From an optimization exercise on the open Yosys and OpenROAD flow, aimed at small area, a short achievable clock period and few clock cycles per item; shortcuts taken in it are not production practice. The RTL was checked by simulation tests, not by an equivalence proof against the original design. Power and IR drop assume default switching activity.

==> design/flow/config.mk <==
export PLATFORM = sky130hd
export DESIGN_NAME = ControlPID
export DESIGN_NICKNAME = ControlPID
export VERILOG_FILES = /design/flow/design.v
export SDC_FILE = /design/flow/constraint.sdc
export NUM_CORES = 4
export LEC_CHECK = 0
export ABC_AREA = 1
export CAP_MARGIN = 20
export CORE_MARGIN = 2
export CORE_UTILIZATION = 65
export PLACE_DENSITY = 0.75
export SLEW_MARGIN = 20
==> design/flow/standard.sh <==
#!/bin/bash
# synth_recipe.tcl (not shown) runs the flow's synth.tcl, then flattens the netlist and writes it again
# the make line also repeats each setting of config.mk as NAME=value (left out here)
make -C /OpenROAD-flow-scripts/flow DESIGN_CONFIG=/design/flow/config.mk WORK_HOME=/design/flow/orfs CLKGATE_MAP_FILE= SYNTH_SCRIPT=/design/flow/synth_recipe.tcl "${@:-finish}"
==> design/flow/design.v <==
`timescale 1ns / 1ps
module ControlPID(dataf_oo,y_k_i,clk_i,dataf_i,reset,coeff_1,coeff_2,coeff_3, ref_i, servo_o
    );
	 parameter WIDTH=12;
	 input wire clk_i;
	 input wire reset;
	 input wire dataf_i;
	 output wire dataf_oo;
	 output wire signed [WIDTH-1:0] servo_o;
	 input wire [WIDTH-1:0] y_k_i;
	 input signed [WIDTH-1:0] ref_i;
	 input wire signed [WIDTH-1:0] coeff_1;
	 input wire signed [WIDTH-1:0] coeff_2;
	 input wire signed [WIDTH-1:0] coeff_3;
	 function [11:0] ssub(input [11:0] a, input [11:0] b);
		reg [11:0] d;
		begin
			d = a - b;
			if (!a[11] && b[11] && d[11])       ssub = 12'h7FF;
			else if (a[11] && !b[11] && !d[11]) ssub = 12'hFFF;
			else                                ssub = d;
		end
	 endfunction
	 function [11:0] sadd(input [11:0] a, input [11:0] b);
		reg [11:0] s;
		begin
			s = a + b;
			if (!a[11] && !b[11] && s[11])      sadd = 12'h7FF;
			else if (a[11] && b[11] && !s[11])  sadd = 12'hFFF;
			else                                sadd = s;
		end
	 endfunction
	 reg [WIDTH-1:0] Regy_k_1, Reg_I_1, Reg_p, Reg_d;
	 reg s2;
	 wire [WIDTH-1:0] p_w, m_w, d_w;
	 smul_booth mul_p(.a(y_k_i), .b(coeff_2), .q(p_w));
	 smul_booth mul_m(.a(ssub(ref_i, y_k_i)), .b(coeff_3), .q(m_w));
	 smul_booth mul_d(.a(ssub(y_k_i, Regy_k_1)), .b(coeff_1), .q(d_w));
	 always @(posedge clk_i, posedge reset)
		if (reset) begin
			s2        <= 1'b0;
			Regy_k_1  <= 12'b0;
			Reg_I_1   <= 12'b0;
			Reg_p     <= 12'b0;
			Reg_d     <= 12'b0;
		end else begin
			s2 <= dataf_i;
			if (dataf_i) begin
				Reg_I_1   <= sadd(m_w, Reg_I_1);
				Regy_k_1  <= y_k_i;
				Reg_p     <= p_w;
				Reg_d     <= d_w;
			end
		end
	 assign dataf_oo = s2;
	 wire [12:0] x_w = {Reg_I_1[11], Reg_I_1} - {Reg_p[11], Reg_p};
	 wire [13:0] w_w = {{2{Reg_I_1[11]}}, Reg_I_1} - {{2{Reg_p[11]}}, Reg_p} - {{2{Reg_d[11]}}, Reg_d};
	 wire x_hi = ~x_w[12] &  x_w[11];
	 wire x_lo =  x_w[12] & ~x_w[11];
	 wire w_hi = ~w_w[13] & (w_w[12] | w_w[11]);
	 wire w_lo =  w_w[13] & ~(w_w[12] & w_w[11]);
	 wire [11:0] u_n = w_hi ? 12'h7FF : w_lo ? 12'hFFF : w_w[11:0];
	 assign servo_o  = x_hi ? (Reg_d[11] ? 12'h7FF : Reg_d ^ 12'h7FF) :
	                   x_lo ? ~Reg_d : u_n;
endmodule
module smul_booth(input [11:0] a, input [11:0] b, output [11:0] q);
  wire one0 = b[0] ^ 1'b0;
  wire two0 = (b[1] & ~b[0] & ~1'b0) | (~b[1] & b[0] & 1'b0);
  wire neg0 = b[1];
  wire r0_0 = ((one0 & a[0]) | (two0 & 1'b0)) ^ neg0;
  wire r0_1 = ((one0 & a[1]) | (two0 & a[0])) ^ neg0;
  wire r0_2 = ((one0 & a[2]) | (two0 & a[1])) ^ neg0;
  wire r0_3 = ((one0 & a[3]) | (two0 & a[2])) ^ neg0;
  wire r0_4 = ((one0 & a[4]) | (two0 & a[3])) ^ neg0;
  wire r0_5 = ((one0 & a[5]) | (two0 & a[4])) ^ neg0;
  wire r0_6 = ((one0 & a[6]) | (two0 & a[5])) ^ neg0;
  wire r0_7 = ((one0 & a[7]) | (two0 & a[6])) ^ neg0;
  wire r0_8 = ((one0 & a[8]) | (two0 & a[7])) ^ neg0;
  wire r0_9 = ((one0 & a[9]) | (two0 & a[8])) ^ neg0;
  wire r0_10 = ((one0 & a[10]) | (two0 & a[9])) ^ neg0;
  wire r0_11 = ((one0 & a[11]) | (two0 & a[10])) ^ neg0;
  wire r0_12 = ((one0 & a[11]) | (two0 & a[11])) ^ neg0;
  wire r0_13 = ((one0 & a[11]) | (two0 & a[11])) ^ neg0;
  wire one1 = b[2] ^ b[1];
  wire two1 = (b[3] & ~b[2] & ~b[1]) | (~b[3] & b[2] & b[1]);
  wire neg1 = b[3];
  wire r1_0 = ((one1 & a[0]) | (two1 & 1'b0)) ^ neg1;
  wire r1_1 = ((one1 & a[1]) | (two1 & a[0])) ^ neg1;
  wire r1_2 = ((one1 & a[2]) | (two1 & a[1])) ^ neg1;
  wire r1_3 = ((one1 & a[3]) | (two1 & a[2])) ^ neg1;
  wire r1_4 = ((one1 & a[4]) | (two1 & a[3])) ^ neg1;
  wire r1_5 = ((one1 & a[5]) | (two1 & a[4])) ^ neg1;
  wire r1_6 = ((one1 & a[6]) | (two1 & a[5])) ^ neg1;
  wire r1_7 = ((one1 & a[7]) | (two1 & a[6])) ^ neg1;
  wire r1_8 = ((one1 & a[8]) | (two1 & a[7])) ^ neg1;
  wire r1_9 = ((one1 & a[9]) | (two1 & a[8])) ^ neg1;
  wire r1_10 = ((one1 & a[10]) | (two1 & a[9])) ^ neg1;
  wire r1_11 = ((one1 & a[11]) | (two1 & a[10])) ^ neg1;
  wire one2 = b[4] ^ b[3];
  wire two2 = (b[5] & ~b[4] & ~b[3]) | (~b[5] & b[4] & b[3]);
  wire neg2 = b[5];
  wire r2_0 = ((one2 & a[0]) | (two2 & 1'b0)) ^ neg2;
  wire r2_1 = ((one2 & a[1]) | (two2 & a[0])) ^ neg2;
  wire r2_2 = ((one2 & a[2]) | (two2 & a[1])) ^ neg2;
  wire r2_3 = ((one2 & a[3]) | (two2 & a[2])) ^ neg2;
  wire r2_4 = ((one2 & a[4]) | (two2 & a[3])) ^ neg2;
  wire r2_5 = ((one2 & a[5]) | (two2 & a[4])) ^ neg2;
  wire r2_6 = ((one2 & a[6]) | (two2 & a[5])) ^ neg2;
  wire r2_7 = ((one2 & a[7]) | (two2 & a[6])) ^ neg2;
  wire r2_8 = ((one2 & a[8]) | (two2 & a[7])) ^ neg2;
  wire r2_9 = ((one2 & a[9]) | (two2 & a[8])) ^ neg2;
  wire one3 = b[6] ^ b[5];
  wire two3 = (b[7] & ~b[6] & ~b[5]) | (~b[7] & b[6] & b[5]);
  wire neg3 = b[7];
  wire r3_0 = ((one3 & a[0]) | (two3 & 1'b0)) ^ neg3;
  wire r3_1 = ((one3 & a[1]) | (two3 & a[0])) ^ neg3;
  wire r3_2 = ((one3 & a[2]) | (two3 & a[1])) ^ neg3;
  wire r3_3 = ((one3 & a[3]) | (two3 & a[2])) ^ neg3;
  wire r3_4 = ((one3 & a[4]) | (two3 & a[3])) ^ neg3;
  wire r3_5 = ((one3 & a[5]) | (two3 & a[4])) ^ neg3;
  wire r3_6 = ((one3 & a[6]) | (two3 & a[5])) ^ neg3;
  wire r3_7 = ((one3 & a[7]) | (two3 & a[6])) ^ neg3;
  wire one4 = b[8] ^ b[7];
  wire two4 = (b[9] & ~b[8] & ~b[7]) | (~b[9] & b[8] & b[7]);
  wire neg4 = b[9];
  wire r4_0 = ((one4 & a[0]) | (two4 & 1'b0)) ^ neg4;
  wire r4_1 = ((one4 & a[1]) | (two4 & a[0])) ^ neg4;
  wire r4_2 = ((one4 & a[2]) | (two4 & a[1])) ^ neg4;
  wire r4_3 = ((one4 & a[3]) | (two4 & a[2])) ^ neg4;
  wire r4_4 = ((one4 & a[4]) | (two4 & a[3])) ^ neg4;
  wire r4_5 = ((one4 & a[5]) | (two4 & a[4])) ^ neg4;
  wire one5 = b[10] ^ b[9];
  wire two5 = (b[11] & ~b[10] & ~b[9]) | (~b[11] & b[10] & b[9]);
  wire neg5 = b[11];
  wire r5_0 = ((one5 & a[0]) | (two5 & 1'b0)) ^ neg5;
  wire r5_1 = ((one5 & a[1]) | (two5 & a[0])) ^ neg5;
  wire r5_2 = ((one5 & a[2]) | (two5 & a[1])) ^ neg5;
  wire r5_3 = ((one5 & a[3]) | (two5 & a[2])) ^ neg5;
  wire t1 = r0_10^r1_8;
  wire t2 = r0_10&r1_8;
  wire t3 = r0_11^r1_9;
  wire t4 = r0_11&r1_9;
  wire t5 = r0_12^r1_10;
  wire t6 = r0_12&r1_10;
  wire t7 = r0_13^r1_11;
  wire t9 = r0_6^r1_4;
  wire t10 = r0_6&r1_4;
  wire t11 = r0_7^r1_5;
  wire t12 = r0_7&r1_5;
  wire t13 = r0_8^r1_6^r2_4;
  wire t14 = (r0_8&r1_6)|(r0_8&r2_4)|(r1_6&r2_4);
  wire t15 = r3_2^r4_0;
  wire t16 = r3_2&r4_0;
  wire t17 = r0_9^r1_7^r2_5;
  wire t18 = (r0_9&r1_7)|(r0_9&r2_5)|(r1_7&r2_5);
  wire t19 = r3_3^r4_1;
  wire t20 = r3_3&r4_1;
  wire t21 = r2_6^r3_4^r4_2;
  wire t22 = (r2_6&r3_4)|(r2_6&r4_2)|(r3_4&r4_2);
  wire t23 = r5_0^neg5^t1;
  wire t24 = (r5_0&neg5)|(r5_0&t1)|(neg5&t1);
  wire t25 = r2_7^r3_5^r4_3;
  wire t26 = (r2_7&r3_5)|(r2_7&r4_3)|(r3_5&r4_3);
  wire t27 = r5_1^t2^t3;
  wire t28 = (r5_1&t2)|(r5_1&t3)|(t2&t3);
  wire t29 = r2_8^r3_6^r4_4;
  wire t30 = (r2_8&r3_6)|(r2_8&r4_4)|(r3_6&r4_4);
  wire t31 = r5_2^t4^t5;
  wire t32 = (r5_2&t4)|(r5_2&t5)|(t4&t5);
  wire t33 = r2_9^r3_7^r4_5;
  wire t35 = r5_3^t6^t7;
  wire t37 = r0_4^r1_2;
  wire t38 = r0_4&r1_2;
  wire t39 = r0_5^r1_3;
  wire t40 = r0_5&r1_3;
  wire t41 = r2_2^r3_0^neg3;
  wire t42 = (r2_2&r3_0)|(r2_2&neg3)|(r3_0&neg3);
  wire t43 = r2_3^r3_1^t10;
  wire t44 = (r2_3&r3_1)|(r2_3&t10)|(r3_1&t10);
  wire t45 = neg4^t12^t13;
  wire t46 = (neg4&t12)|(neg4&t13)|(t12&t13);
  wire t47 = t14^t16^t17;
  wire t48 = (t14&t16)|(t14&t17)|(t16&t17);
  wire t49 = t18^t20^t21;
  wire t50 = (t18&t20)|(t18&t21)|(t20&t21);
  wire t51 = t22^t24^t25;
  wire t52 = (t22&t24)|(t22&t25)|(t24&t25);
  wire t53 = t26^t28^t29;
  wire t54 = (t26&t28)|(t26&t29)|(t28&t29);
  wire t55 = t30^t32^t33;
  wire t57 = r0_2^r1_0;
  wire t58 = r0_2&r1_0;
  wire t59 = r0_3^r1_1;
  wire t60 = r0_3&r1_1;
  wire t61 = r2_0^neg2^t37;
  wire t62 = (r2_0&neg2)|(r2_0&t37)|(neg2&t37);
  wire t63 = r2_1^t38^t39;
  wire t64 = (r2_1&t38)|(r2_1&t39)|(t38&t39);
  wire t65 = t9^t40^t41;
  wire t66 = (t9&t40)|(t9&t41)|(t40&t41);
  wire t67 = t11^t42^t43;
  wire t68 = (t11&t42)|(t11&t43)|(t42&t43);
  wire t69 = t15^t44^t45;
  wire t70 = (t15&t44)|(t15&t45)|(t44&t45);
  wire t71 = t19^t46^t47;
  wire t72 = (t19&t46)|(t19&t47)|(t46&t47);
  wire t73 = t23^t48^t49;
  wire t74 = (t23&t48)|(t23&t49)|(t48&t49);
  wire t75 = t27^t50^t51;
  wire t76 = (t27&t50)|(t27&t51)|(t50&t51);
  wire t77 = t31^t52^t53;
  wire t78 = (t31&t52)|(t31&t53)|(t52&t53);
  wire t79 = t35^t54^t55;
  wire [13:0] q0 = {t78,t76,t74,t72,t70,t68,t66,t64,t62,t60,t58,neg1,r0_1,r0_0};
  wire [13:0] q1 = {t79,t77,t75,t73,t71,t69,t67,t65,t63,t61,t59,t57,1'b0,neg0};
  wire [10:0] xa = a[10:0] ^ {11{a[11]}};
  wire [10:0] xb = b[10:0] ^ {11{b[11]}};
  wire [11:1] ta, tb;
  genvar i;
  generate for (i = 1; i <= 11; i = i + 1) begin : th
    assign ta[i] = |xa[10:i-1];
    assign tb[i] = |xb[10:i-1];
  end endgenerate
  wire big_w = (ta[3]&tb[11])|(ta[4]&tb[10])|(ta[5]&tb[9])|(ta[6]&tb[8])|(ta[7]&tb[7])|
               (ta[8]&tb[6])|(ta[9]&tb[5])|(ta[10]&tb[4])|(ta[11]&tb[3]);
  wire [13:0] p = q0 + q1;
  assign q = (big_w || (p[13] != p[12])) ? ((a[11]^b[11]) ? 12'hFFF : 12'h7FF) : {p[13], p[10:0]};
endmodule
==> design/flow/flow/run.sh <==
#!/bin/bash
# Standard layout with two changes:
#  - synthesis leaves adders to ABC (ADDER_MAP_FILE empty: no full/half-adder
#    cell extraction), so ABC maps the whole datapath itself;
#  - the port buffers are buf_2 cells instead of the default choice.
set -euo pipefail
bash standard.sh ADDER_MAP_FILE= "BUFFER_PORTS_ARGS=-buffer_cell sky130_fd_sc_hd__buf_2" finish > standard_flow.log 2>&1
==> design/flow/constraint.sdc <==
create_clock -name core_clock -period 12.0 [get_ports {clk_i}]
set_input_delay 2.4000 -clock core_clock [delete_from_list [all_inputs] [get_ports {clk_i}]]
set_output_delay 2.4000 -clock core_clock [all_outputs]
set_load 0.01 [all_outputs]
==> flow_summary.yaml, run 1 <==
setup_path:
  worst_path_most_repeated_cell: "nand2_1"
  critPathLaunchType: "input port"
  slowest_stage: "a31oi_1"
  worstPathRequired_ns: 12.21
  path_class: "input port to register"
  cpPeakStageDelay_ns: 0.69
  cp_max_fo: 19
  ff2ff_path_depth: 28
  worst_ep_arrival_time_ns: 8.09
  cp-end-kind: "register"
placement:
  port_buffers: 75
  gp_congestion: 1.02
  dp.cells: 3167
  dp_hpwl_um: 35800
  dp_slack_ns: 3.96
  placed_cell_area_mm2: 0.0153
yosys:
  syn-cell-area_mm2: 0.0150
  synth_ff_type: "dfrtp_1"
  yosysUniqueCellTypes: 63
  mappedNetlistNets: 2943
  yosysSeqAreaShare_pct: 8.16
  synth_area_per_cell_um2: 5.22
  synthCells: 2880
  synth_edf_count: 0
  ys_seq_elements: 49
  yosysWarningCount: 1
  synthArstFlopShare_pct: 100
detailed_routing:
  routed-via-count: 17733
  wl_per_cell_um: 14.0
  drt_iter0_markers: 1650
  ant_nets: 0
  drc: 0
  totalWireLength_um: 44400
  first_pass_iters: 8
  via_per_inst: 5.59
global_routing:
  grt_pass1_vias: 16387
  track_usage_pct: 36.7
  antenna_found_initial: 0
  grt_overflow: 0
  grt_pass1_wl_um: 74400
  grt_max_degree: 69
finish:
  antenna_cells: 0
  area.growth.synth_to_final_pct: 3.12
  finalNetCount: 2952
  drive_gt1_share_pct: 9.62
  instances_no_fill: 3175
  final_cell_area_mm2: 0.0155
sta:
  max_freq_ghz: 0.127
  fin_setup_tns_ns: 0
  setup_slack_ns: 4.12
  report.final.hold_viol_count: 0
  setup-violations-final: 0
  fin_worst_skew_ns: 0.0163
  relSlewSlack_pct: 36.7
  worstMarginPinSlew_ns: 0.950
  hold_slack_ns: 0.555
  drv_slew: 0
  rsz0062_at_grt: "no"
  period_share_pct: 65.7
  post-route-min-period_ns: 7.88
hold_path:
  hold_path_class: "register to register"
  min_path_cells: 2
floorplanning:
  io_pins: 76
  die_area_mm2: 0.0243
  die_w_um: 156
  die_h_um: 156
  initial_utilization_pct: 66.3
  core_mm2: 0.0226
  num_rows: 55
clocking:
  numCtsBuffers: 5
  numClockSinks: 49
  clk_path_buf_depth: 2
  htreeDepth: 2
  clock_latency_ns: 0.31
  cts_hold_buf: 0
  cts_tree: "built"
  path_clk_slew_ns: 0.08
  cts_resized: 0
  cts_root_buf: "clkbuf_16"
  post_cts.repair.setup_buffers: 0
pwr:
  power_density_mw_per_mm2: 181
  ir_worst_vdd_mv: 0.172
  power_leakage_nw: 9.04
outcome:
  status: "finished clean"
run:
  cap_violations: 0
[synth_stat cells (2+ instances only)]
| library cell | number | area [um^2] |
|---|---|---|
| a31oi_1 | 20 | 125 |
| nor2_2 | 36 | 225 |
| nand2_1 | 1083 | 4070 |
| clkinv_1 | 11 | 41.3 |
| o21a_1 | 6 | 45.0 |
| dfrtp_1 | 49 | 1230 |
| xor2_1 | 201 | 1760 |
| or2_2 | 38 | 238 |
| inv_4 | 3 | 18.8 |
| nor3_1 | 13 | 65.1 |
| a21o_1 | 6 | 45.0 |
| o211ai_1 | 14 | 105 |
| clkbuf_1 | 36 | 135 |
| inv_1 | 328 | 1230 |
| a22oi_1 | 9 | 67.6 |
| o22ai_1 | 72 | 450 |
| o21ai_1 | 25 | 125 |
| o21ai_0 | 126 | 631 |
| nor4_1 | 2 | 12.5 |
| nor2_4 | 3 | 33.8 |
| or2_1 | 3 | 18.8 |
| nand4_1 | 15 | 93.8 |
| nand3_4 | 2 | 35.0 |
| nor2_1 | 231 | 867 |
| buf_4 | 17 | 128 |
| buf_2 | 11 | 55.1 |
| nand3_2 | 21 | 210 |
| inv_2 | 37 | 139 |
| nand2_4 | 9 | 101 |
| nand2_2 | 31 | 194 |
| xnor2_1 | 52 | 455 |
| buf_1 | 3 | 11.3 |
| a21oi_1 | 77 | 385 |
| nand3b_1 | 9 | 67.6 |
| buf_6 | 7 | 78.8 |
| inv_6 | 2 | 17.5 |
| a21boi_0 | 4 | 30.0 |
| o31ai_1 | 4 | 30.0 |
| nand3_1 | 240 | 1200 |
[worst paths after layout]
check	start	end	slack (ns)
worst max-delay path	y_k_i[4]	Reg_I_1[7]	4.12
worst min-delay path	Regy_k_1[7]	Regy_k_1[7]	0.55
worst max register to register	Regy_k_1[8]	Reg_d[7]	6.45
worst min register to register	Regy_k_1[7]	Regy_k_1[7]	0.55
max in group asynchronous	reset	Reg_p[8]	9.18
min in group asynchronous	reset	Regy_k_1[7]	2.25
[kinds of logic (layout without fill, tap and decap cells)]
logic type             after synthesis  count (layout)  share of synthesized area (%)
AO/OA/AOI/OAI                      373             373                           14.2
XOR/XNOR                           254             254                           14.9
multiplexers                         1               1                         0.0750
AND/OR/NAND/NOR                   1745            1745                           50.1
buffers and inverters              458             468                           12.6
flip-flops                          49              49                           8.16
[area by class of cell]
class | instances | area, um^2
Multi-Input combinational cell | 2373 | 11900
Fill cell | 2222 | 7150
Inverter | 381 | 1450
Sequential cell | 49 | 1230
Timing Repair Buffer | 79 | 405
Tap cell | 285 | 357
Clock buffer | 5 | 125
Clock inverter | 3 | 25.0
[worst max-delay path: cells and delay by family]
family	cells	cell delay, ns
compound gates	5	1.39
simple gates	24	3.60
buf+inv	4	0.71
[flip-flops by register name, indices dropped and copies added, names as in the netlist]
signal    flops
Reg_I_1      12
Reg_d        12
Reg_p        12
Regy_k_1     12
s2            1
[power by group]
part	leakage, nW	switching, W	total [W]	internal [W]
clock network	0.0704	0.0000735	0.000152	0.0000787
logic	8.48	0.00161	0.00245	0.000843
registers	0.487	0.0000195	0.000198	0.000178
[cells in the final DEF (no fill, tap or decap), drive strengths merged]
master and count:
a32o 1, o21ai 152, nand2 1123, or3 1, o2111ai 1, mux2 1
nand3b 10, nor4 2, nor3 14, o211ai 14, nor3b 1, clkbuf 5
a21oi 78, xor2 202, a22oi 9, or2 41, clkinv 13, dfrtp 49
buf 79, o22ai 72, o2111a 1, a2111oi 1, and2 1, clkinvlp 1
a21boi 4, inv 370, nor2 270, o21a 6, a41oi 1, a21o 6
a311o 1, a211oi 1, a32oi 1, nand4 17, nand3 263, o31ai 4
nor4b 1, xnor2 52, nand2b 1, a31oi 20
[stage by stage]
| step | utilization, % | total power (W) |
|---|---|---|
| final | 68.4 | 0.00280 |
| after global routing | 68.4 | 0.00314 |
| after floorplan | - | 0.00214 |
| after global placement | 67.7 | 0.00253 |
| after CTS | 68.4 | 0.00277 |
| after detailed placement | 67.7 | 0.00260 |
[per-layer routing]
metal  global-route usage, %  share of wire, %
met5                       0                 0
met4                    16.0               4.4
met3                    4.50               7.4
met2                    65.3                46
met1                    44.3                42
Testbench counts, summed over its fixed seeds: cycles 4,800, items 2,400.
==> run 2: changes to the inputs <==
--- a/design/flow/config.mk
+++ b/design/flow/config.mk
@@ -9,5 +9,6 @@
 export CAP_MARGIN = 20
 export CORE_MARGIN = 2
-export CORE_UTILIZATION = 65
-export PLACE_DENSITY = 0.75
+export CORE_UTILIZATION = 40
+export SETUP_SLACK_MARGIN = 5
 export SLEW_MARGIN = 20
+export TNS_END_PERCENT = 0
==> run 2 against run 1 <==
Compared with the run above:
- register-to-register slack better by 0.65 ns
- non-clock buffer count is 76 higher
- wire length is 13% higher
- clock skew hardly changed
- first-iteration DRC count is 33% lower
- final cell count is 8.4% higher
- sequential share of layout area is 1.1 points lower
- synthesized cell count stayed put
- still clean
- hold slack better by 0.0044 ns
- largest power group unchanged
- synthesized area stayed put
- design area is 16% higher
- count of clock-buffer cells in the layout stayed put
==> flow_summary.yaml, run 2 <==
finish:
  final_common_cell: "nand2_1"
  area.growth.synth_to_final_pct: 19.2
  finalNetCount: 3035
  antenna_cells: 0
  multi_input_area_mm2: 0.0132
  drive_gt1_share_pct: 20.2
  final_cell_mix: "941 x nand2_1, 309 x inv_1, 216 x nor2_1, 205 x nand3_1, 195 x xor2_1"
  fillers: 3962
  utilization_pct: 48.7
  register_area_mm2: 0.00123
setup_path:
  cp-end-kind: "register"
  path_buf_inv: 9
  cp_top_family: "simple AND/OR/NAND/NOR gates"
  critPathLaunchType: "input port"
  worst_ep_arrival_time_ns: 7.12
  slowest_stage: "xnor2_4"
  path_class: "input port to register"
  worstPathRequired_ns: 12.21
  cp_max_fo: 8
  cpPeakStageDelay_ns: 0.26
sta:
  hold_slack_ns: 0.559
  drv_slew: 0
  max_freq_ghz: 0.145
  relSlewSlack_pct: 44.0
  period_share_pct: 57.6
  fin_setup_tns_ns: 0
  rsz0062_at_grt: "yes"
  setup-violations-final: 0
  worstMarginPinSlew_ns: 0.831
  fin_worst_skew_ns: 0.0159
  report.final.hold_viol_count: 0
  post-route-min-period_ns: 6.91
pwr:
  ir_worst_vdd_mv: 0.145
  finalPower_w: 0.00320
  power_leakage_nw: 9.78
  power_density_mw_per_mm2: 179
clocking:
  numCtsBuffers: 5
  cts_hold_buf: 0
  cts_tree: "built"
  clk_path_buf_depth: 2
  cts_root_buf: "clkbuf_16"
  clock_latency_ns: 0.31
  htreeDepth: 2
  numClockSinks: 49
  path_clk_slew_ns: 0.08
global_routing:
  grt_pass1_vias: 16464
  antenna_found_initial: 0
  track_usage_pct: 24.9
  grt_overflow: 0
  grt_pass1_wl_um: 80000
  grt_max_degree: 70
yosys:
  yosysSeqAreaShare_pct: 8.16
  yosysWarningCount: 1
  synthCells: 2880
  synth_edf_count: 0
  mappedNetlistNets: 2943
  synth_ff_type: "dfrtp_1"
  synth_area_per_cell_um2: 5.22
  synthArstFlopShare_pct: 100
  yosysUniqueCellTypes: 63
  ys_seq_elements: 49
  ys_top_cells_by_count: "1,083 x nand2_1, 328 x inv_1, 240 x nand3_1, 231 x nor2_1, 201 x xor2_1"
  yosysMostFrequentCell: "nand2_1"
  synth_top_area_cell: "nand2_1"
  syn-cell-area_mm2: 0.0150
  yosysTopAreaCellShare_pct: 27.1
  yosys-top-cells-area: "nand2_1 27%, xor2_1 12%, inv_1 8.2%"
placement:
  port_buffers: 75
  gp_congestion: 0.968
  dp_hpwl_um: 38500
detailed_routing:
  first_pass_iters: 6
  wl_per_cell_um: 14.6
  totalWireLength_um: 50200
  routed-via-count: 18033
  via_per_inst: 5.24
  drt_iter0_markers: 1112
  ant_nets: 0
  drc: 0
floorplanning:
  core_mm2: 0.0368
  die_w_um: 198
  io_pins: 76
  num_rows: 70
  die_area_mm2: 0.0391
  die_h_um: 198
  initial_utilization_pct: 40.8
outcome:
  status: "finished clean"
run:
  cap_violations: 0
hold_path:
  hold_path_class: "register to register"
==> run 2: changes by cell type in the layout (fill, tap and decap cells not counted), moves of 10 or more <==
cell     before  now
buf_12        0   11
buf_2        75   55
buf_4         4   76
inv_1       327  309
inv_2        37   47
nand2_1    1083  941
nand2_2      31  142
nand2_4       9   39
nand3_1     240  205
nand3_2      21   37
nand3_4       2   23
nor2_1      231  216
nor2_4        3   21
==> run 2: logic make-up after synthesis <==
family,synth area share (%)
and+or+nand+nor,50.1
xor gates and xnor gates,14.9
AOI/OAI and AO/OA,14.2
DFF,8.16
muxes,0.0750
buffers and inverters,12.6
==> run 2: final cells by class <==
type	count	share of cell area, %
multi-input cells	2380	73.7
inverters	381	8.56
flip-flops and latches	49	6.85
repair buffers	155	6.81
well taps	468	3.27
clock buffers	5	0.699
clock inverters	3	0.119
==> run 2: final timing paths <==
check | start | endpoint | slack (ns) | depth (start not counted)
max | ref_i[9] | Reg_I_1[3] | 5.09 | 44
min | Regy_k_1[7] | Regy_k_1[7] | 0.56 | 2
max reg2reg | Regy_k_1[8] | Reg_d[0] | 7.10 | 31
min reg2reg | Regy_k_1[7] | Regy_k_1[7] | 0.56 | 2
max in group asynchronous | reset | Reg_p[4] | 9.23 | 3
min in group asynchronous | reset | Reg_d[7] | 2.28 | 3
==> run 2: timing repair <==
| item | 4_1_cts | 5_1_grt |
|---|---|---|
| pin swaps | 8 | 107 |
| setup endpoints to repair | 32 | 46 |
| gates resized for setup | 36 | 376 |
| gates cloned | 4 | 3 |
| buffers inserted | 12 | 64 |
==> run 2: metal layers <==
metal  share of wire [%]  wire length [um]  GRT usage (%)  vias up
met5                   0                 0              0        -
met4                 3.1              1550           6.02        0
met3                 4.3              2160           1.92       83
met2                  48             24100           45.1      452
met1                  45             22400           31.8     8195
li1                    -                 -              -     9303
==> run 2: where the power goes <==
group	internal (W)	switching (W)
clock network	0.0000780	0.0000726
logic	0.00103	0.00182
registers	0.000178	0.0000206
==> run 2: per-stage QoR <==
step	area (um^2)	instances	setup WS, ns
after global placement	15600	3350	3.91
after CTS	16100	3374	4.81
final	17900	3441	5.09
after global routing	17900	3441	4.76
after floorplan	15000	2880	5.50
after detailed placement	15600	3350	3.88
==> run 2: worst register-to-register path, delay by kind of cell, from the launching register on <==
family / cells / cell delay (ns)
flip-flops: 1 / 0.39
AND/OR/NAND/NOR: 18 / 2.83
buffers and inverters: 7 / 0.65
AO/OA/AOI/OAI: 3 / 0.52
XOR/XNOR: 3 / 0.40
==> run 3: changes to the inputs <==
--- a/design/flow/config.mk
+++ b/design/flow/config.mk
@@ -10,5 +10,4 @@
 export CORE_MARGIN = 2
 export CORE_UTILIZATION = 40
-export SETUP_SLACK_MARGIN = 5
+export GPL_TIMING_DRIVEN = 1
 export SLEW_MARGIN = 20
-export TNS_END_PERCENT = 0
==> run 3 against run 2 <==
Compared with the run above:
- setup slack got worse by 0.93 ns
- register-to-register slack got worse by 0.71 ns
- critical path depth decreased by 13
- final cell count decreased by 2.4%
- sequential share of layout area increased by 0.96 points
- non-clock buffer count fell by 76
- design area fell by 12%
- clock skew barely moved
- count of clock-buffer cells in the layout unchanged
- synthesized cell count did not move
- synthesized area did not move
- die area unchanged
- still clean on timing, DRC and antenna
==> flow_summary.yaml, run 3 <==
floorplanning:
  die_w_um: 198
  die_area_mm2: 0.0391
  initial_utilization_pct: 40.8
  core_mm2: 0.0368
  io_pins: 76
  die_h_um: 198
  num_rows: 70
pwr:
  power_leakage_nw: 9.04
  finalPower_w: 0.00278
  ir_worst_vdd_mv: 0.104
  power_density_mw_per_mm2: 177
clocking:
  cts_tree: "built"
  htreeDepth: 2
  clock_latency_ns: 0.31
  cts_root_buf: "clkbuf_16"
  numClockSinks: 49
  clk_path_buf_depth: 2
  path_clk_slew_ns: 0.08
  cts_resized: 0
  cts_hold_buf: 0
  numCtsBuffers: 5
  post_cts.repair.setup_buffers: 0
detailed_routing:
  first_pass_iters: 5
  ant_nets: 0
  drc: 0
  drt_iter0_markers: 1006
  routed-via-count: 17307
  via_per_inst: 5.15
  totalWireLength_um: 47500
  wl_per_cell_um: 14.1
placement:
  gp_congestion: 0.968
  dp_hpwl_um: 38500
  port_buffers: 75
yosys:
  synthCells: 2880
  yosys-top-cells-area: "nand2_1 27%, xor2_1 12%, inv_1 8.2%"
  mappedNetlistNets: 2943
  synth_edf_count: 0
  yosysTopAreaCellShare_pct: 27.1
  yosysWarningCount: 1
  ys_seq_elements: 49
  synth_area_per_cell_um2: 5.22
  synth_top_area_cell: "nand2_1"
  yosysSeqAreaShare_pct: 8.16
  yosysMostFrequentCell: "nand2_1"
  ys_top_cells_by_count: "1,083 x nand2_1, 328 x inv_1, 240 x nand3_1, 231 x nor2_1, 201 x xor2_1"
  yosysUniqueCellTypes: 63
  syn-cell-area_mm2: 0.0150
  synthArstFlopShare_pct: 100
  synth_ff_type: "dfrtp_1"
sta:
  relSlewSlack_pct: 34.4
  drv_slew: 0
  post-route-min-period_ns: 7.84
  fin_setup_tns_ns: 0
  period_share_pct: 65.3
  setup-violations-final: 0
  rsz0062_at_grt: "no"
  fin_worst_skew_ns: 0.0162
  worstMarginPinSlew_ns: 0.985
  report.final.hold_viol_count: 0
  max_freq_ghz: 0.128
setup_path:
  r2r_slack_ns: 6.39
  slowest_stage: "a31oi_1"
  worst_path_most_repeated_cell: "nand2_1"
  cp_max_fo: 19
  worst_ep_arrival_time_ns: 8.05
  path_class: "input port to register"
  cp_top_family: "simple AND/OR/NAND/NOR gates"
  critPathLaunchType: "input port"
  cp-startpoint: "y_k_i[9]"
  path_buf_inv: 4
  cpPeakStageDelay_ns: 0.63
  reg2reg_from: "Regy_k_1[8]"
  worstPathRequired_ns: 12.20
  ff2ff_path_depth: 28
  worstReg2RegEnd: "Reg_d[10]"
  cp-end-kind: "register"
global_routing:
  grt_pass1_vias: 16324
  track_usage_pct: 24.5
  grt_pass1_wl_um: 79000
  grt_overflow: 0
  grt_max_degree: 69
  antenna_found_initial: 0
hold_path:
  hold_path_class: "register to register"
  min_path_cells: 2
  hp-start: "Regy_k_1[7]"
  holdPathEnd: "Regy_k_1[7]"
finish:
  final_cell_mix: "1,083 x nand2_1, 327 x inv_1, 240 x nand3_1, 231 x nor2_1, 201 x xor2_1"
  utilization_pct: 42.7
  finalNetCount: 2952
  final_common_cell: "nand2_1"
  area.growth.synth_to_final_pct: 4.61
  drive_gt1_share_pct: 9.62
  antenna_cells: 0
outcome:
  status: "finished clean"
run:
  cap_violations: 0
-- run 3: cell counts after synthesis --
No cell type changed its count.
-- run 3: final cells by class --
class	instances	area, um^2
fill	4147	21100
multi-input combinational	2373	11900
inverter	381	1450
sequential	49	1230
tap	468	586
timing repair buffer	79	405
clock buffer	5	125
clock inverter	3	21.3
-- run 3: worst max-delay path by stage --
stage            endpoint  slack, ns  depth (start not counted)
2_1_floorplan    Reg_d[0]       5.50                         37
4_1_cts        Reg_I_1[9]       4.19                         31
3_3_place_gp   Reg_I_1[9]       3.91                         31
6_report       Reg_I_1[4]       4.16                         31
3_5_place_dp   Reg_I_1[9]       3.88                         31
5_1_grt        Reg_I_1[3]       3.45                         31
-- run 3: worst reg2reg max path: cells and delay by family, from the launching register on --
family	cells	cell delay [ns]
AND/OR/NAND/NOR	17	2.89
AO/OA/AOI/OAI	3	1.29
XOR/XNOR	3	0.63
flip-flops	1	0.38
buffers and inverters	5	0.31
-- run 3: cell families (layout without fill, tap and decap cells) --
group                  Yosys count  count (layout)  share of synthesized area [%]
multiplexers                     1               1                         0.0750
flip-flops                      49              49                           8.16
AO/OA/AOI/OAI                  373             373                           14.2
XOR/XNOR                       254             254                           14.9
buffers and inverters          458             468                           12.6
AND/OR/NAND/NOR               1745            1745                           50.1
-- run 3: metal layers --
layer	part of all wire, %	vias to the layer above	GRT usage (%)
li1	-	9117	-
met1	46	7773	31.3
met2	48	353	44.7
met3	3.6	64	1.81
met4	2.4	0	5.96
met5	0	-	0
-- run 3: power by group --
group,total (W),switching [W],internal (W)
clock network,0.000151,0.0000727,0.0000780
logic,0.00243,0.00158,0.000843
registers,0.000198,0.0000199,0.000178
total,0.00278,0.00168,0.00110
-- run 3: stage by stage --
step                      hold slack [ns]  instance area, um^2  cells  setup slack, ns
after floorplan                     0.495                15000   2880             5.50
after global placement              0.530                15600   3350             3.91
after detailed placement            0.533                15600   3350             3.88
after CTS                           0.559                15700   3358             4.19
after global routing                0.599                15700   3358             3.45
final                               0.560                15700   3358             4.16
==> run 4: changes to the inputs <==
==> design/flow/flow/run.sh (replaced) <==
#!/bin/bash
# Standard layout with two changes:
#  - synthesis leaves adders to ABC (ADDER_MAP_FILE empty: no full/half-adder
#    cell extraction), so ABC maps the whole datapath itself;
#  - the port buffers are buf_4 cells instead of the default choice.
set -euo pipefail
bash standard.sh ADDER_MAP_FILE= "BUFFER_PORTS_ARGS=-buffer_cell sky130_fd_sc_hd__buf_4" finish > standard_flow.log 2>&1
--- a/design/flow/config.mk
+++ b/design/flow/config.mk
@@ -10,4 +10,3 @@
 export CORE_MARGIN = 2
 export CORE_UTILIZATION = 40
-export GPL_TIMING_DRIVEN = 1
 export SLEW_MARGIN = 20
==> run 4 against run 3 <==
Compared with the run above:
- highest routed layer unchanged
- largest cell class unchanged
- clock skew decreased by 0.0054 ns
- sequential power about the same
- count of clock-buffer cells in the layout unchanged
==> flow_summary.yaml, run 4 <==
floorplanning:
  core_mm2: 0.0368
  io_pins: 76
  die_area_mm2: 0.0391
  die_h_um: 198
  num_rows: 70
  initial_utilization_pct: 40.8
  die_w_um: 198
sta:
  worstMarginPinSlew_ns: 1.03
  relSlewSlack_pct: 31.2
  report.final.hold_viol_count: 0
  post-route-min-period_ns: 7.66
  fin_worst_skew_ns: 0.0108
  period_share_pct: 63.9
  fin_setup_tns_ns: 0
  rsz0062_at_grt: "no"
  setup_slack_ns: 4.34
  hold_slack_ns: 0.550
  max_freq_ghz: 0.130
  drv_slew: 0
  setup-violations-final: 0
yosys:
  synth_top_area_cell: "nand2_1"
  synth_edf_count: 0
  syn-cell-area_mm2: 0.0150
  synthArstFlopShare_pct: 100
  ys_seq_elements: 49
  yosysUniqueCellTypes: 63
  mappedNetlistNets: 2943
  ys_top_cells_by_count: "1,083 x nand2_1, 328 x inv_1, 240 x nand3_1, 231 x nor2_1, 201 x xor2_1"
  yosysSeqAreaShare_pct: 8.16
  yosysMostFrequentCell: "nand2_1"
  synthCells: 2880
  yosysTopAreaCellShare_pct: 27.1
  yosys-top-cells-area: "nand2_1 27%, xor2_1 12%, inv_1 8.2%"
  yosysWarningCount: 1
  synth_area_per_cell_um2: 5.22
  synth_ff_type: "dfrtp_1"
detailed_routing:
  via_per_inst: 5.19
  totalWireLength_um: 47300
  top_layer_used: "met4"
  wl_met3_um: 2050
  wl_met1_um: 21200
  routed-via-count: 17424
  first_pass_iters: 6
  ant_nets: 0
  wl_met2_um: 22600
  drt_iter0_markers: 1054
  wl_per_cell_um: 14.1
  drc: 0
placement:
  port_buffers: 75
  dp_hpwl_um: 38600
  gp_congestion: 0.961
  dp_slack_ns: 4.06
pwr:
  ir_worst_vdd_mv: 0.120
  finalPower_w: 0.00281
  power_density_mw_per_mm2: 177
  power_leakage_nw: 9.10
finish:
  final_cell_mix: "1,083 x nand2_1, 327 x inv_1, 240 x nand3_1, 231 x nor2_1, 201 x xor2_1"
  drive_gt1_share_pct: 9.62
  fillers: 4144
  finalNetCount: 2951
  area.growth.synth_to_final_pct: 5.86
  antenna_cells: 0
  final_common_cell: "nand2_1"
global_routing:
  grt_overflow: 0
  grt_pass1_wl_um: 79500
  grt_max_degree: 69
  track_usage_pct: 24.7
  antenna_found_initial: 0
  grt_pass1_vias: 16444
clocking:
  clk_path_buf_depth: 2
  cts_tree: "built"
  clock_latency_ns: 0.32
  cts_root_buf: "clkbuf_16"
  post_cts.repair.setup_buffers: 0
  numCtsBuffers: 5
  htreeDepth: 2
  cts_hold_buf: 0
  path_clk_slew_ns: 0.07
  cts_resized: 0
  numClockSinks: 49
setup_path:
  slowest_stage: "a31oi_1"
  worst_path_most_repeated_cell: "nand2_1"
  cp_max_fo: 19
  path_class: "input port to register"
  worst_ep_arrival_time_ns: 7.87
  worstPathRequired_ns: 12.20
  critPathLaunchType: "input port"
  cpPeakStageDelay_ns: 0.64
  cp-end-kind: "register"
outcome:
  status: "finished clean"
hold_path:
  hold_path_class: "register to register"
run:
  cap_violations: 0
run 4: critical path, delay by kind of cell:
kind	cells	cell delay, ns
buf+inv	4	0.55
compound gates	4	1.02
xor+xnor	1	0.47
simple gates	22	3.38
run 4: area by class of cell:
type	instances	area, um^2	share of cell area (%)
tap	468	586	3.68
clock inverter	3	22.5	0.142
sequential	49	1230	7.71
inverter	381	1450	9.10
timing repair buffer	78	586	3.68
multi-input combinational	2373	11900	74.9
clock buffer	5	125	0.787
run 4: final timing paths:
path	from	end	slack [ns]	cells after the start
worst min register to register	Regy_k_1[7]	Regy_k_1[7]	0.55	2
min in group asynchronous	reset	s2	2.29	3
worst max-delay path	y_k_i[9]	Reg_I_1[0]	4.34	31
max in group asynchronous	reset	Regy_k_1[3]	9.22	3
worst max register to register	Regy_k_1[8]	Reg_d[10]	6.48	28
worst min-delay path	Regy_k_1[7]	Regy_k_1[7]	0.55	2
run 4: report_power, final:
part	switching (W)	internal [W]	total (W)
Combinational	0.00158	0.000876	0.00246
Sequential	0.0000207	0.000178	0.000199
Clock	0.0000749	0.0000780	0.000153
run 4: layer usage:
| layer | vias to the layer above | GRT usage [%] |
|---|---|---|
| met5 | - | 0 |
| met4 | 0 | 8.49 |
| met3 | 85 | 2.16 |
| met2 | 435 | 44.1 |
| met1 | 7779 | 31.1 |
| li1 | 9125 | - |
run 4: cell families (layout without fill, tap and decap cells):
family	count (synthesis)	after routing	synth area share, %
buffers and inverters	458	467	12.6
and+or+nand+nor	1745	1745	50.1
xor gates and xnor gates	254	254	14.9
AOI/OAI and AO/OA	373	373	14.2
DFF	49	49	8.16
muxes	1	1	0.0750
run 4: metrics by stage:
step | std cells | utilization (%) | cell area (um^2)
2_1_floorplan | 2880 | - | 15000
3_3_place_gp | 3349 | 42.8 | 15700
3_5_place_dp | 3349 | 42.8 | 15800
4_1_cts | 3357 | 43.2 | 15900
5_1_grt | 3357 | 43.2 | 15900
6_report | 3357 | 43.2 | 15900
==> run 5: changes to the inputs <==
==> design/flow/flow/run.sh (replaced) <==
#!/bin/bash
# Standard layout with these changes:
#  - synthesis leaves adders to ABC (ADDER_MAP_FILE empty: no full/half-adder
#    cell extraction), so ABC maps the whole datapath itself, with
#    flow/abc.script (flow/synth.tcl wraps synth_recipe.tcl to use it);
#  - the port buffers are buf_2 cells instead of the default choice.
set -euo pipefail
export FLOW_ABC_SCRIPT=$PWD/flow/abc.script
export FLOW_SYNTH_TCL=$PWD/synth_recipe.tcl
bash standard.sh ADDER_MAP_FILE= "BUFFER_PORTS_ARGS=-buffer_cell sky130_fd_sc_hd__buf_2" SYNTH_SCRIPT=$PWD/flow/synth.tcl finish > standard_flow.log 2>&1
==> design/flow/flow/abc.script (new file) <==
strash
dch -f
map -D 4000
topo
stime -c
buffer -c
upsize -c
dnsize -c
==> design/flow/flow/synth.tcl (new file) <==
# The standard flow's synthesis script (synth_recipe.tcl in the work folder), with ABC run
# on the script in $FLOW_ABC_SCRIPT instead of ORFS's abc_area.script.
proc abc {args} {
  set i [lsearch -exact $args -script]
  if {$i >= 0} { set args [lreplace $args [expr {$i + 1}] [expr {$i + 1}] $::env(FLOW_ABC_SCRIPT)] }
  yosys abc {*}$args
}
source $::env(FLOW_SYNTH_TCL)
==> run 5 against run 4 <==
Compared with the run above:
- still clean
- register-to-register slack worse by 0.95 ns
- setup slack worse by 1.7 ns
- combinational power is 16% higher
- first-iteration DRC count is 9.9% lower
- critical path depth stayed put
- count of clock-buffer cells in the layout stayed put
- fmax is 18% lower
- die area is 10% lower
- sequential cell count stayed put
- global-route usage is 1.8 points lower
- hold slack better by 0.00089 ns
- largest power group unchanged
==> flow_summary.yaml, run 5 <==
finish:
  drive_gt1_share_pct: 9.25
  finalNetCount: 2419
  final_common_cell: "nand2_1"
  area.growth.synth_to_final_pct: 6.21
  final_cell_mix: "539 x nand2_1, 336 x nor2_1, 253 x xor2_1, 250 x inv_1, 128 x o22ai_1"
  fillers: 3724
setup_path:
  path_class: "input port to register"
  slowest_stage: "o2bb2ai_2"
  r2r_slack_ns: 5.53
  worstReg2RegEnd: "Reg_d[3]"
  ff2ff_path_depth: 33
  worstPathRequired_ns: 12.22
  cpPeakStageDelay_ns: 0.87
  reg2reg_from: "Regy_k_1[1]"
  worst_ep_arrival_time_ns: 9.59
  critPathLaunchType: "input port"
  worst_path_most_repeated_cell: "nand2_1"
  cp-end-kind: "register"
  cp_max_fo: 28
clocking:
  cts_resized: 0
  cts_root_buf: "clkbuf_16"
  clock_latency_ns: 0.32
  htreeDepth: 2
  numClockSinks: 49
  cts_hold_buf: 0
  post_cts.repair.setup_buffers: 0
  clk_path_buf_depth: 2
  numCtsBuffers: 5
  cts_tree: "built"
  path_clk_slew_ns: 0.08
detailed_routing:
  wl_per_cell_um: 14.5
  drt_iter0_markers: 950
  via_per_inst: 5.29
  totalWireLength_um: 40700
  drc: 0
  first_pass_iters: 5
  routed-via-count: 14846
  ant_nets: 0
yosys:
  yosysWarningCount: 1
  synth_area_per_cell_um2: 5.78
  yosysMostFrequentCell: "nand2_1"
  yosysUniqueCellTypes: 73
  synthCells: 2334
  yosysSeqAreaShare_pct: 9.09
  ys_seq_elements: 49
  synth_ff_type: "dfrtp_1"
  yosys-top-cells-area: "xor2_1 16%, nand2_1 15%, nor2_1 9.3%"
  synth_edf_count: 0
  syn-cell-area_mm2: 0.0135
  yosysTopAreaCellShare_pct: 16.4
  synthArstFlopShare_pct: 100
  mappedNetlistNets: 2397
  synth_top_area_cell: "xor2_1"
  ys_top_cells_by_count: "539 x nand2_1, 336 x nor2_1, 253 x xor2_1, 251 x inv_1, 128 x o22ai_1"
sta:
  setup-violations-final: 0
  worstMarginPinSlew_ns: 1.09
  rsz0062_at_grt: "no"
  hold_slack_ns: 0.551
  post-route-min-period_ns: 9.36
  period_share_pct: 78.0
  fin_worst_skew_ns: 0.0152
  fin_setup_tns_ns: 0
  max_freq_ghz: 0.107
  relSlewSlack_pct: 26.9
  drv_slew: 0
  report.final.hold_viol_count: 0
global_routing:
  track_usage_pct: 22.9
  antenna_found_initial: 2
  grt_use_met3_pct: 2.08
  grt_util_met1_pct: 29.4
  grt_pass1_vias: 13905
  grt_use_met2_pct: 40.7
  grt_pass1_wl_um: 67100
  grt_max_degree: 69
  grt_overflow: 0
  busiest_layer: "met2"
floorplanning:
  core_mm2: 0.0334
  num_rows: 67
  initial_utilization_pct: 40.4
  die_w_um: 188
  die_h_um: 188
  die_area_mm2: 0.0352
  io_pins: 76
placement:
  port_buffers: 75
  dp_hpwl_um: 32800
  gp_congestion: 0.885
hold_path:
  hp-start: "Regy_k_1[8]"
  min_path_cells: 2
  hold_path_class: "register to register"
  holdPathEnd: "Regy_k_1[8]"
run:
  cap_violations: 0
pwr:
  ir_worst_vdd_mv: 0.249
  power_density_mw_per_mm2: 226
  power_leakage_nw: 7.05
outcome:
  status: "finished clean"
-- run 5: cell count changes after synthesis, sizes merged, moves of 53 or more --
cell,previous run,this run
xor2,202,255
inv,370,266
nor2,270,348
nand2,1123,545
o22ai,72,130
nand3,263,71
-- run 5: cell families after synthesis --
family / after synthesis / share of synthesized area, %
compound gates: 482 / 22.8
xor+xnor: 341 / 22.4
fa+ha+maj: 1 / 0.0742
buf+inv: 344 / 10.4
flops: 49 / 9.09
mux: 1 / 0.0742
simple gates: 1116 / 35.2
-- run 5: routing by layer --
metal / vias up / wire, um / share of wire (%)
li1: 7729 / - / -
met1: 6688 / 18700 / 46
met2: 352 / 19100 / 47
met3: 75 / 1760 / 4.3
met4: 2 / 1110 / 2.7
met5: - / 13 / 0.032
-- run 5: area by class of cell --
class / instances / area (um^2) / share of cell area [%]
Inverter: 274 / 1030 / 7.18
Multi-Input combinational cell: 1941 / 10900 / 75.8
Clock inverter: 3 / 68.8 / 0.480
Tap cell: 448 / 561 / 3.91
Antenna cell: 1 / 2.50 / 0.0175
Sequential cell: 49 / 1230 / 8.56
Timing Repair Buffer: 85 / 450 / 3.14
Clock buffer: 5 / 125 / 0.873
-- run 5: worst max-delay path by stage --
stage             start     endpoint  slack [ns]  cells past startpoint
6_report       y_k_i[3]   Reg_I_1[0]        2.64                     31
4_1_cts        y_k_i[3]   Reg_I_1[0]        2.74                     31
5_1_grt        y_k_i[3]   Reg_I_1[0]        1.84                     31
3_5_place_dp   y_k_i[3]  Reg_I_1[10]        2.41                     31
2_1_floorplan  y_k_i[0]  Reg_I_1[10]        4.59                     33
3_3_place_gp   y_k_i[7]  Reg_I_1[10]        2.65                     35
-- run 5: critical path, delay by kind of cell --
kind | cells | cell delay, ns
AOI/OAI and AO/OA | 7 | 2.25
xor gates and xnor gates | 3 | 0.78
buffers and inverters | 2 | 0.59
and+or+nand+nor | 19 | 3.53
-- run 5: per-stage QoR --
| step | instances | worst slack, ns | power (W) | utilization (%) | instance area [um^2] |
|---|---|---|---|---|---|
| final | 2806 | 2.64 | 0.00324 | 42.9 | 14300 |
| after global routing | 2805 | 1.84 | 0.00361 | 42.9 | 14300 |
| after CTS | 2805 | 2.74 | 0.00323 | 42.9 | 14300 |
| after detailed placement | 2797 | 2.41 | 0.00302 | 42.4 | 14100 |
| after global placement | 2797 | 2.65 | 0.00298 | 42.4 | 14100 |
| after floorplan | 2334 | 4.59 | 0.00251 | - | 13500 |
-- run 5: where the power goes --
| group | total [W] | internal (W) | leakage, nW | switching (W) |
|---|---|---|---|---|
| combinational | 0.00285 | 0.00100 | 6.47 | 0.00185 |
| clock | 0.000195 | 0.000121 | 0.0944 | 0.0000741 |
| sequential | 0.000193 | 0.000176 | 0.486 | 0.0000174 |
| total | 0.00324 | 0.00130 | 7.05 | 0.00194 |

-- static timing again, ports no longer ideal --
In the flow no input, the clock included, has a driving cell. The finished layouts below were timed again as built, in two steps. Step 1 (the two cells are an assumption about what drives the block):
set clk [get_ports {clk_i}]
set_driving_cell -lib_cell sky130_fd_sc_hd__clkbuf_16 $clk
set_driving_cell -lib_cell sky130_fd_sc_hd__buf_2 [delete_from_list [all_inputs] $clk]
Step 2 moves the port delays by t, midway between the first and last clock arrival at a register: inputs arrive t later, outputs are due t later. That takes back most of the time a late clock gives input paths. a / b / c = no drivers / after step 1 / after step 2; a / b = the first two.
run	t, ns	setup slack, ns	worst setup path after step 2	worst slew at a driven data input, ns
run 1	0.350	4.115 / 4.145 / 3.796	input to register	0.06
run 2	0.348	5.087 / 5.099 / 4.751	input to register	0.08
run 3	0.348	4.159 / 4.184 / 3.836	input to register	0.06
run 4	0.359	4.337 / 4.362 / 4.003	input to register	0.06
run 5	0.358	2.637 / 2.666 / 2.307	input to register	0.06
After both steps every run listed still meets setup and hold. The setup slack of run 2, which loses most, moves by +0.012 ns with the drivers and by -0.336 ns with both steps.
